From an optimization exercise on the open Yosys and OpenROAD flow, aimed at small area and a short achievable clock period; shortcuts taken in it are not production practice.
The RTL was checked by simulation tests, not by an equivalence proof against the original design.
Power figures rest on the tool's default switching activity, not on a simulated workload.

Setup of exp/sierra:
Design hashed_global_branch_predictor, start of the top module:
module hashed_global_branch_predictor #(
    parameter GHR_WIDTH = 8,
    parameter HASH_KEY  = 8'b10111010   
)(
    input  wire              clk,
    input  wire              rst,
    input  wire              predict_request,
    output wire              predicted_taken,
    input  wire              update_enable,
    input  wire              actual_taken
);
For scale: ~2,500 cells after synthesis.
export LEC_CHECK = 0
export CAP_MARGIN = 20
export CORE_MARGIN = 2
export CORE_UTILIZATION = 50
export CTS_CLUSTER_DIAMETER = 100
export CTS_CLUSTER_SIZE = 25
export PLACE_DENSITY = 0.65
export SETUP_SLACK_MARGIN = 3.38
export SLEW_MARGIN = 20
export TNS_END_PERCENT = 100
create_clock -name core_clock -period 6.0 [get_ports {clk}]
run.sh (not shown) runs the stock make flow with config.mk's settings and CLKGATE_MAP_FILE= SYNTH_SCRIPT=/design/flow/synth_recipe.tcl, a recipe that flattens the netlist after the stock synthesis.
For exp/onyx, these inputs were changed with respect to exp/sierra:
--- a/flow/config.mk
+++ b/flow/config.mk
@@ -8,9 +8,10 @@
 export CAP_MARGIN = 20
+export CELL_PAD_IN_SITES_DETAIL_PLACEMENT = 0
+export CELL_PAD_IN_SITES_GLOBAL_PLACEMENT = 0
 export CORE_MARGIN = 2
-export CORE_UTILIZATION = 50
+export CORE_UTILIZATION = 40
 export CTS_CLUSTER_DIAMETER = 100
 export CTS_CLUSTER_SIZE = 25
-export PLACE_DENSITY = 0.65
-export SETUP_SLACK_MARGIN = 3.38
+export PLACE_DENSITY = 0.75
+export SETUP_SLACK_MARGIN = 3.3
 export SLEW_MARGIN = 20
-export TNS_END_PERCENT = 100
## What came out
- Re weighted congestion reported at the end of routability-driven placement: exp/sierra was lower than exp/onyx.
- Delta (exp/onyx minus exp/sierra): setup slack has decreased, via count has increased, wire length of the first global-routing pass has decreased.
What exp/indigo does differently from exp/onyx at the input level:
--- a/flow/config.mk
+++ b/flow/config.mk
@@ -8,9 +8,6 @@
 export CAP_MARGIN = 20
-export CELL_PAD_IN_SITES_DETAIL_PLACEMENT = 0
-export CELL_PAD_IN_SITES_GLOBAL_PLACEMENT = 0
 export CORE_MARGIN = 2
-export CORE_UTILIZATION = 40
+export CORE_UTILIZATION = 60
 export CTS_CLUSTER_DIAMETER = 100
 export CTS_CLUSTER_SIZE = 25
-export PLACE_DENSITY = 0.75
 export SETUP_SLACK_MARGIN = 3.3
[summary]
The final layouts of exp/indigo and exp/onyx pass the timing, design-rule and antenna checks. Looking at setup slack after layout, exp/indigo sits above exp/onyx. Comparing exp/indigo with exp/onyx, the first-pass GRT wire length came out essentially unchanged. exp/indigo vs. exp/onyx: die area went down by 18,000 um^2. exp/indigo: number of buffers outside the clock class in the layout is 5.9% higher than what exp/onyx reported.
Here is what was changed in the inputs of exp/zinc compared with exp/indigo.
--- a/flow/config.mk
+++ b/flow/config.mk
@@ -9,6 +9,7 @@
 export CORE_MARGIN = 2
-export CORE_UTILIZATION = 60
+export CORE_UTILIZATION = 40
 export CTS_CLUSTER_DIAMETER = 100
 export CTS_CLUSTER_SIZE = 25
-export SETUP_SLACK_MARGIN = 3.3
+export SETUP_SLACK_MARGIN = 3.42
 export SLEW_MARGIN = 20
+export TNS_END_PERCENT = 100
==> run summary <==
The horizontal die dimension reported for exp/zinc is greater than that of exp/indigo by about 22%.
Between exp/indigo and exp/zinc, the die boundary height is higher for exp/zinc.
Between exp/zinc and exp/indigo, the power drawn by the combinational cells does not differ in any meaningful way.
| total design power | exp/indigo vs exp/zinc | ≈ equal |
Count of nets left with antenna violations after detail routing: exp/indigo vs exp/zinc identical
No stage failed in exp/zinc, and the final checks on the layout all came back clean.
Final period demand of the worst path (higher): exp/indigo


Setup of run 1:
Starting RTL as in the previous note.
## hashed_global_branch_predictor
module hashed_global_branch_predictor #(
    parameter GHR_WIDTH = 8,
    parameter HASH_KEY  = 8'b10111010   
)(
    input  wire              clk,
    input  wire              rst,
    input  wire              predict_request,
    output wire              predicted_taken,
    input  wire              update_enable,
    input  wire              actual_taken
);
    localparam N = 1 << GHR_WIDTH;
    reg  [GHR_WIDTH-1:0] ghr;
    reg  [N-1:0]         pn;       
    reg  [N-1:0]         h;        
    reg                  pred_q;   
    wire [GHR_WIDTH-1:0] index = ghr ^ HASH_KEY;
    assign predicted_taken = predict_request & pred_q;
    wire new_h = ~(pred_q ^ actual_taken);
    wire [15:0] row = rst ? 16'hffff : (16'd1 << index[7:4]);
    wire [15:0] col = rst ? 16'hffff :
                      update_enable ? (16'd1 << index[3:0]) : 16'd0;
    wire wr_pn = ~actual_taken & ~rst;
    wire wr_h  = new_h & ~rst;
    genvar i;
    generate
        for (i = 0; i < N; i = i + 1) begin : g_entry
            wire sel  = row[i >> 4] & col[i & 15];
            wire selp = sel & (~h[i] | rst);
            always @(posedge clk) begin
                if (rst) begin
  ...
make LEC_CHECK=0 CAP_MARGIN=20 CORE_MARGIN=2 CORE_UTILIZATION=40 CTS_CLUSTER_DIAMETER=100 CTS_CLUSTER_SIZE=25 SETUP_SLACK_MARGIN=3.3 SLEW_MARGIN=20 finish   # period 6.0 ns
Input-level comparison between run 2 and run 1:
- TNS_END_PERCENT: unset -> 100
- SETUP_SLACK_MARGIN: 3.3 -> 3.38
## What came out
As far as final antenna-violating net count goes, run 2 and run 1 are indistinguishable; the numbers are identical.
Delta (run 2 minus run 1): sequential share of layout area lower; standby leakage power higher.
#### Input delta (run 3 over run 2)
- clearing TNS_END_PERCENT, which used to be 100
- swapping 3.38 for 3.45 in SETUP_SLACK_MARGIN
Findings:
Area of the mapped netlist came out exactly the same in run 2 and run 3. Run 3 vs. run 2: setup slack went down by 0.018 ns. Both conditions hold for run 3: the flow ran to the end and the final layout passed the timing, design-rule and antenna checks. Cmp run 2 and run 3 / combined area of the multi-input logic cells / higher: run 3. Run 2 and run 3 ended up with roughly the same post-CTS clock slew at the launch and capture registers of the worst setup and hold paths. On run 3: number of ordinary and repair buffers in the finished layout is about 15% higher than what run 2 gave. Run 2 has a lower layout buffering overhead excluding clock cells than run 3. When run 3 is measured against run 2, its cell area turns out about 1.1% higher. Compared with run 2, run 3 shows routed wire length that has gone up slightly. Run 3 against run 2; via-per-instance ratio is up slightly. Against run 2, total power in run 3 came out worse.


== v6 ==
hashed_global_branch_predictor, a different RTL version from the one above (not shown whole).
Size: roughly 520 flip-flops, ~6 I/O pins, about 22000 um2 of cells after synthesis.
==> flow/config.mk <==
export PLATFORM = sky130hd
export DESIGN_NAME = hashed_global_branch_predictor
export DESIGN_NICKNAME = hashed_global_branch_predictor
export VERILOG_FILES = /design/flow/design.v
export SDC_FILE = /design/flow/constraint.sdc
export NUM_CORES = 4
export LEC_CHECK = 0
export CAP_MARGIN = 20
export CORE_MARGIN = 2
export CORE_UTILIZATION = 40
export CTS_BUF_LIST = sky130_fd_sc_hd__clkbuf_4 sky130_fd_sc_hd__clkbuf_8
export SETUP_SLACK_MARGIN = 3.3
export SLEW_MARGIN = 20
==> flow/constraint.sdc <==
create_clock -name core_clock -period 6.0 [get_ports {clk}]
set_input_delay 1.2000 -clock core_clock [delete_from_list [all_inputs] [get_ports {clk}]]
set_output_delay 1.2000 -clock core_clock [all_outputs]
set_load 0.01 [all_outputs]
The flow did not stop early for v6: all stages ran, and the layout cleared the timing, design-rule and antenna checks.
[inputs] v7 vs v6
- CTS_BUF_LIST no longer set, was sky130_fd_sc_hd__clkbuf_4 sky130_fd_sc_hd__clkbuf_8
From v6 to v7 the numbers moved as follows: met1 usage in global routing +1.2 points, number of signal-net buffers in the layout +39%.
v7 vs v6: wire length up by a few percent
When v7 is measured against v6, its wire length of the first global-routing pass turns out 1.2% higher.
According to the power report, total power for v7 is higher than for v6.
Maximum cell stage delay along the critical path ended up 0.05 ns higher on v7 than on v6.
DRC violation count after routing came out exactly the same in v7 and v6.
Side by side, total of clock buffers placed in the layout turned out lower in v7 than in v6.
v7 has more setup slack than v6.


== yarrow ==
hashed_global_branch_predictor, a different RTL version from the one above (not shown whole).
Size: roughly 1900 cells after synthesis, ~520 flip-flops, ~6 I/O pins, roughly 0.021 sq mm of cells after synthesis.
Design hashed_global_branch_predictor, start of the top module:
module hashed_global_branch_predictor #(
    parameter GHR_WIDTH = 8,
    parameter HASH_KEY  = 8'b10111010   
)(
    input  wire              clk,
    input  wire              rst,
    input  wire              predict_request,
    output wire              predicted_taken,
    input  wire              update_enable,
    input  wire              actual_taken
);
clock: 6.0 ns
lec_check: 0
cap_margin: 20
core_margin: 2
core_utilization: 50
cts_cluster_diameter: 100
cts_cluster_size: 25
place_density: 0.65
setup_slack_margin: 3.3
slew_margin: 20
tns_end_percent: 100
Edits applied to the flow inputs when going from yarrow to garnet:
Settings: PLACE_DENSITY: 0.65 -> unset; CORE_UTILIZATION: 50 -> 40; SETUP_SLACK_MARGIN: 3.3 -> 3.22.
Findings:
- Every run in the comparison, yarrow and garnet, completed the flow with a clean layout.
- [garnet vs yarrow] number of clock buffers in the layout: higher in garnet
- Peak per-stage delay on the critical path: yarrow and garnet compared, higher one is garnet
- In garnet, final cycle utilization of the critical path is higher than in yarrow.
The following lists how tundra was set up differently from garnet:
Settings: SETUP_SLACK_MARGIN now 3.3, was 3.22.
[summary]
- | number of non-filler instances in the completed layout | tundra vs garnet | ≈ equal |
- Compare tundra and garnet | number of cells on the critical path lower: tundra
- tundra leaves more setup margin than garnet.
Here is what was changed in the inputs of maple compared with tundra.
Settings: swapping 3.3 for 3.38 in SETUP_SLACK_MARGIN.
Notes after the runs:
- tundra → maple: final routed wirelength across all metal layers shows no meaningful change; area after synthesis closely matched the old numbers; count of buffers added by post-CTS timing repair for setup now larger; post-CTS resize count picked up an extra 16; count of plain and timing-repair buffers moved up.
- Going from tundra to maple, the vias after detailed routing was found to have gone down by 0.77%.

[afterwards: timing with drivers on the ports]
The flow's constraints put no driver on any port. The routed layouts listed below were extracted and timed again, unchanged, in two steps. Step 1 assumes that a clkbuf_16 drives the clock port and a buf_2 every other input. Step 2 times the ports against the registers' clock, not the clock port: input delays grow and output delays shrink by t, the midpoint of the rising clock arrivals with the driver on. Slacks: no drivers / after step 1 / after step 2; pairs: no drivers / after step 1.
run	shift t [ns]	setup WS [ns]	clock arrival spread, ns	worst slew at a driven data input, ns
exp/sierra	0.631	3.279 / 3.247 / 2.847	0.024 / 0.024	0.06
exp/onyx	0.628	3.218 / 3.173 / 2.545	0.020 / 0.020	0.09
exp/indigo	0.623	3.254 / 3.245 / 2.622	0.016 / 0.016	0.08
exp/zinc	0.638	3.279 / 3.246 / 2.834	0.016 / 0.016	0.08
run 1	0.635	3.280 / 3.249 / 2.620	0.017 / 0.017	0.09
run 2	0.638	3.282 / 3.248 / 2.699	0.018 / 0.018	0.15
run 3	0.645	3.264 / 3.231 / 2.769	0.022 / 0.022	0.17
v6	0.716	2.120 / 2.120 / 2.120	0.050 / 0.050	0.10
v7	0.666	2.162 / 2.162 / 2.162	0.040 / 0.040	0.09
yarrow	0.624	3.281 / 3.250 / 2.734	0.025 / 0.026	0.07
garnet	0.623	3.254 / 3.236 / 2.666	0.017 / 0.017	0.09
tundra	0.633	3.275 / 3.242 / 2.764	0.018 / 0.017	0.09
maple	0.631	3.280 / 3.248 / 2.772	0.023 / 0.023	0.08
After both steps setup and hold are still met in every run listed. For exp/onyx, which loses most, drivers alone change the setup slack by -0.045 ns; drivers and shift together by -0.673 ns.
